This design comes from an exercise in tuning for small area, a short achievable clock period and few clock cycles per item on the open sky130 flow, not from production work.
Function was checked by simulation only, so behaviour that the tests miss may differ from the original.
Power is estimated from default activity; no workload was simulated.

Setup of 07-10:
// axi_stream_insert_header
module axi_stream_insert_header #(
    parameter DATA_WD = 128,
    parameter DATA_BYTE_WD = DATA_WD / 8
) (
    input                        clk,
    input                        rst,
    input                        s00_axis_tvalid,
    input   [DATA_WD-1 : 0]      s00_axis_tdata,
    input   [DATA_BYTE_WD-1 : 0] s00_axis_tkeep,
    output                       s00_axis_tready,
    input                        s01_axis_tvalid,
    input   [DATA_WD-1 : 0]      s01_axis_tdata,
    input   [DATA_BYTE_WD-1 : 0] s01_axis_tkeep,
    input                        s01_axis_tlast,
    output                       s01_axis_tready,
    output                       m_axis_tvalid,
    output  [DATA_WD-1 : 0]      m_axis_tdata,
    output  [DATA_BYTE_WD-1 : 0] m_axis_tkeep,
    output                       m_axis_tlast,
    input                        m_axis_tready
);
==> module axi_stream_insert_header, before the edit <==
module axi_stream_insert_header #(
    parameter DATA_WD = 128,
    parameter DATA_BYTE_WD = DATA_WD / 8
) (
    input                        clk,
    input                        rst,
    input                        s00_axis_tvalid,
    input   [DATA_WD-1 : 0]      s00_axis_tdata,
    input   [DATA_BYTE_WD-1 : 0] s00_axis_tkeep,
    output                       s00_axis_tready,
    input                        s01_axis_tvalid,
    input   [DATA_WD-1 : 0]      s01_axis_tdata,
    input   [DATA_BYTE_WD-1 : 0] s01_axis_tkeep,
    input                        s01_axis_tlast,
    output                       s01_axis_tready,
    output                       m_axis_tvalid,
    output  [DATA_WD-1 : 0]      m_axis_tdata,
    output  [DATA_BYTE_WD-1 : 0] m_axis_tkeep,
    output                       m_axis_tlast,
    input                        m_axis_tready
);
    reg         st_act;
    reg         st_tail;
    reg [3:0]   s;           
    reg [3:0]   tk;          
    reg [127:0] P;
    wire st_nohdr = !st_act && !st_tail;
    wire [3:0] hs;
    assign hs[3] = s00_axis_tkeep[8];
    assign hs[2] = (s00_axis_tkeep[4] & !s00_axis_tkeep[8]) | s00_axis_tkeep[12];
    assign hs[1] = (s00_axis_tkeep[2] & !s00_axis_tkeep[4]) | (s00_axis_tkeep[6] & !s00_axis_tkeep[8])
                 | (s00_axis_tkeep[10] & !s00_axis_tkeep[12]) | s00_axis_tkeep[14];
    assign hs[0] = (s00_axis_tkeep[1] & !s00_axis_tkeep[2]) | (s00_axis_tkeep[3] & !s00_axis_tkeep[4])
                 | (s00_axis_tkeep[5] & !s00_axis_tkeep[6]) | (s00_axis_tkeep[7] & !s00_axis_tkeep[8])
                 | (s00_axis_tkeep[9] & !s00_axis_tkeep[10]) | (s00_axis_tkeep[11] & !s00_axis_tkeep[12])
                 | (s00_axis_tkeep[13] & !s00_axis_tkeep[14]) | s00_axis_tkeep[15];
    wire [3:0] ds;
    assign ds[3] = s01_axis_tkeep[7];
    assign ds[2] = (s01_axis_tkeep[11] & !s01_axis_tkeep[7]) | s01_axis_tkeep[3];
    assign ds[1] = (s01_axis_tkeep[13] & !s01_axis_tkeep[11]) | (s01_axis_tkeep[9] & !s01_axis_tkeep[7])
                 | (s01_axis_tkeep[5] & !s01_axis_tkeep[3]) | s01_axis_tkeep[1];
    assign ds[0] = (s01_axis_tkeep[14] & !s01_axis_tkeep[13]) | (s01_axis_tkeep[12] & !s01_axis_tkeep[11])
                 | (s01_axis_tkeep[10] & !s01_axis_tkeep[9]) | (s01_axis_tkeep[8] & !s01_axis_tkeep[7])
                 | (s01_axis_tkeep[6] & !s01_axis_tkeep[5]) | (s01_axis_tkeep[4] & !s01_axis_tkeep[3])
                 | (s01_axis_tkeep[2] & !s01_axis_tkeep[1]) | s01_axis_tkeep[0];
    wire [4:0] sum   = {1'b0, s} + {1'b0, ds} + 5'd1;
    wire       spill = sum[4];
    wire       lastfit = s01_axis_tlast & !spill;
    wire [3:0] tsel = st_tail ? tk : sum[3:0];
    wire       short = st_tail | lastfit;
    reg  [15:0] keep_out;
    integer j;
    always @(*) begin
        for (j = 0; j < 16; j = j + 1)
            keep_out[j] = !short || (j >= 15 - tsel);
    end
    wire [247:0] win = {P, s01_axis_tdata[127:8]};
    wire [183:0] w3 = s[3] ? win[247:64] : win[183:0];
    wire [151:0] w2 = s[2] ? w3[183:32]  : w3[151:0];
    wire [135:0] w1 = s[1] ? w2[151:16]  : w2[135:0];
    wire [127:0] w0 = s[0] ? w1[135:8]   : w1[127:0];
    assign m_axis_tdata    = w0;
    assign m_axis_tkeep    = keep_out;
    assign m_axis_tvalid   = (st_act & s01_axis_tvalid) | st_tail;
    assign m_axis_tlast    = st_tail | lastfit;
    assign s01_axis_tready = st_act & m_axis_tready;
    assign s00_axis_tready = st_nohdr | (m_axis_tready & m_axis_tvalid & m_axis_tlast);
    wire fire  = m_axis_tvalid & m_axis_tready;
    wire hfire = s00_axis_tvalid & s00_axis_tready;
    always @(posedge clk) begin
        if (hfire)
            P <= s00_axis_tdata;
        else if (fire & st_act)
            P <= s01_axis_tdata;
    end
    always @(posedge clk) begin
        if (hfire)
            s <= hs;
        if (fire & st_act & s01_axis_tlast & spill)
            tk <= sum[3:0];
    end
    always @(posedge clk) begin
        if (rst) begin
            st_act  <= 1'b0;
            st_tail <= 1'b0;
        end else begin
            if (hfire) begin
                st_act  <= 1'b1;
                st_tail <= 1'b0;
            end else if (fire & m_axis_tlast) begin
                st_act  <= 1'b0;
                st_tail <= 1'b0;
            end else if (fire & st_act & s01_axis_tlast) begin
                st_act  <= 1'b0;
                st_tail <= 1'b1;
            end
        end
    end
endmodule
Settings: LEC_CHECK=0, CAP_MARGIN=20, CORE_MARGIN=2, CORE_UTILIZATION=25, SETUP_SLACK_MARGIN=0.5, SLEW_MARGIN=20; clock period 14.0 ns.
run.sh (not shown) runs the stock make flow with config.mk's settings and CLKGATE_MAP_FILE= SYNTH_SCRIPT=/design/flow/synth_recipe.tcl, a recipe that flattens the netlist after the stock synthesis.
07-10 finished end to end and its layout was clean on timing, DRC and antenna.
Testbench counts of 07-10, summed over its fixed seeds: cycles 6,613, packets 1,280.
> inputs changed (07-10 -> 01-16)
--- a/flow/design.v
+++ b/flow/design.v
@@ -44,28 +44,31 @@
                  | (s01_axis_tkeep[5] & !s01_axis_tkeep[3]) | s01_axis_tkeep[1];
     assign ds[0] = (s01_axis_tkeep[14] & !s01_axis_tkeep[13]) | (s01_axis_tkeep[12] & !s01_axis_tkeep[11])
                  | (s01_axis_tkeep[10] & !s01_axis_tkeep[9]) | (s01_axis_tkeep[8] & !s01_axis_tkeep[7])
                  | (s01_axis_tkeep[6] & !s01_axis_tkeep[5]) | (s01_axis_tkeep[4] & !s01_axis_tkeep[3])
                  | (s01_axis_tkeep[2] & !s01_axis_tkeep[1]) | s01_axis_tkeep[0];
-    wire [4:0] sum   = {1'b0, s} + {1'b0, ds} + 5'd1;
-    wire       spill = sum[4];
+    wire       spill   = s01_axis_tkeep[s];
     wire       lastfit = s01_axis_tlast & !spill;
-    wire [3:0] tsel = st_tail ? tk : sum[3:0];
-    wire       short = st_tail | lastfit;
-    reg  [15:0] keep_out;
+    wire [3:0] tnext   = s + ds + 4'd1;
+    wire [30:0] kwin = {16'hFFFF, s01_axis_tkeep[15:1]};
+    wire [22:0] k3 = s[3] ? kwin[30:8] : kwin[22:0];
+    wire [18:0] k2 = s[2] ? k3[22:4]   : k3[18:0];
+    wire [16:0] k1 = s[1] ? k2[18:2]   : k2[16:0];
+    wire [15:0] k0 = s[0] ? k1[16:1]   : k1[15:0];
+    reg  [15:0] keep_tail;
     integer j;
     always @(*) begin
         for (j = 0; j < 16; j = j + 1)
-            keep_out[j] = !short || (j >= 15 - tsel);
+            keep_tail[j] = (j >= 15 - tk);
     end
     wire [247:0] win = {P, s01_axis_tdata[127:8]};
     wire [183:0] w3 = s[3] ? win[247:64] : win[183:0];
     wire [151:0] w2 = s[2] ? w3[183:32]  : w3[151:0];
     wire [135:0] w1 = s[1] ? w2[151:16]  : w2[135:0];
     wire [127:0] w0 = s[0] ? w1[135:8]   : w1[127:0];
     assign m_axis_tdata    = w0;
-    assign m_axis_tkeep    = keep_out;
+    assign m_axis_tkeep    = st_tail ? keep_tail : k0;
     assign m_axis_tvalid   = (st_act & s01_axis_tvalid) | st_tail;
     assign m_axis_tlast    = st_tail | lastfit;
     assign s01_axis_tready = st_act & m_axis_tready;
     assign s00_axis_tready = st_nohdr | (m_axis_tready & m_axis_tvalid & m_axis_tlast);
     wire fire  = m_axis_tvalid & m_axis_tready;
@@ -78,11 +81,11 @@
     end
     always @(posedge clk) begin
         if (hfire)
             s <= hs;
         if (fire & st_act & s01_axis_tlast & spill)
-            tk <= sum[3:0];
+            tk <= tnext;
     end
     always @(posedge clk) begin
         if (rst) begin
             st_act  <= 1'b0;
             st_tail <= 1'b0;
## What came out
- 01-16: PASS, flow complete, no timing, DRC or antenna violations
- Max total power divided by cell area across 07-10 and 01-16: 07-10
- 01-16 against 07-10; non-clock buffer count is down slightly.
- 01-16 vs. 07-10: sequential share of layout area went up 0.44 points; clock-pin slew of the registers on the worst-case setup and hold paths flat; setup slack went up by 0.84 ns; share of the cycle needed by the critical path after routing moved down; number of distinct library cells after synthesis dropped 13%.
- Min clock network fraction of total power across 07-10 and 01-16: 01-16
- [01-16 vs 07-10] core utilization: higher in 01-16
- Diff 07-10 -> 01-16: via density per instance shows an increase of 0.021, proportion of power drawn by combinational gates fell by 0.9 points, routed length on met2 rose by 3.0%.
Testbench counts of 01-16, summed over its fixed seeds: cycles 6,613, packets 1,280.

port drivers added, routing unchanged:
Ports are ideal in the flow. The routed layouts listed here were re-timed in OpenROAD. Step 1 assumes that a clkbuf_16 drives the clock port and a buf_2 every other input. Step 2 also shifts input and output timing later by t, the mid clock arrival at the registers, as if the neighbouring blocks saw the same clock. a / b / c = ideal / step 1 / step 2; a / b = the first two.
run	t, ns	setup slack, ns	clock arrival spread, ns	slew at the worst register clock pin (ns)
07-10	0.546	5.021 / 4.999 / 4.999	0.011 / 0.011	0.07 / 0.07
01-16	0.527	5.864 / 5.830 / 5.830	0.008 / 0.008	0.07 / 0.07
After both steps every run listed still meets setup and hold. The setup slack of 01-16, which loses most, moves by -0.034 ns with the drivers and by -0.034 ns with both steps.
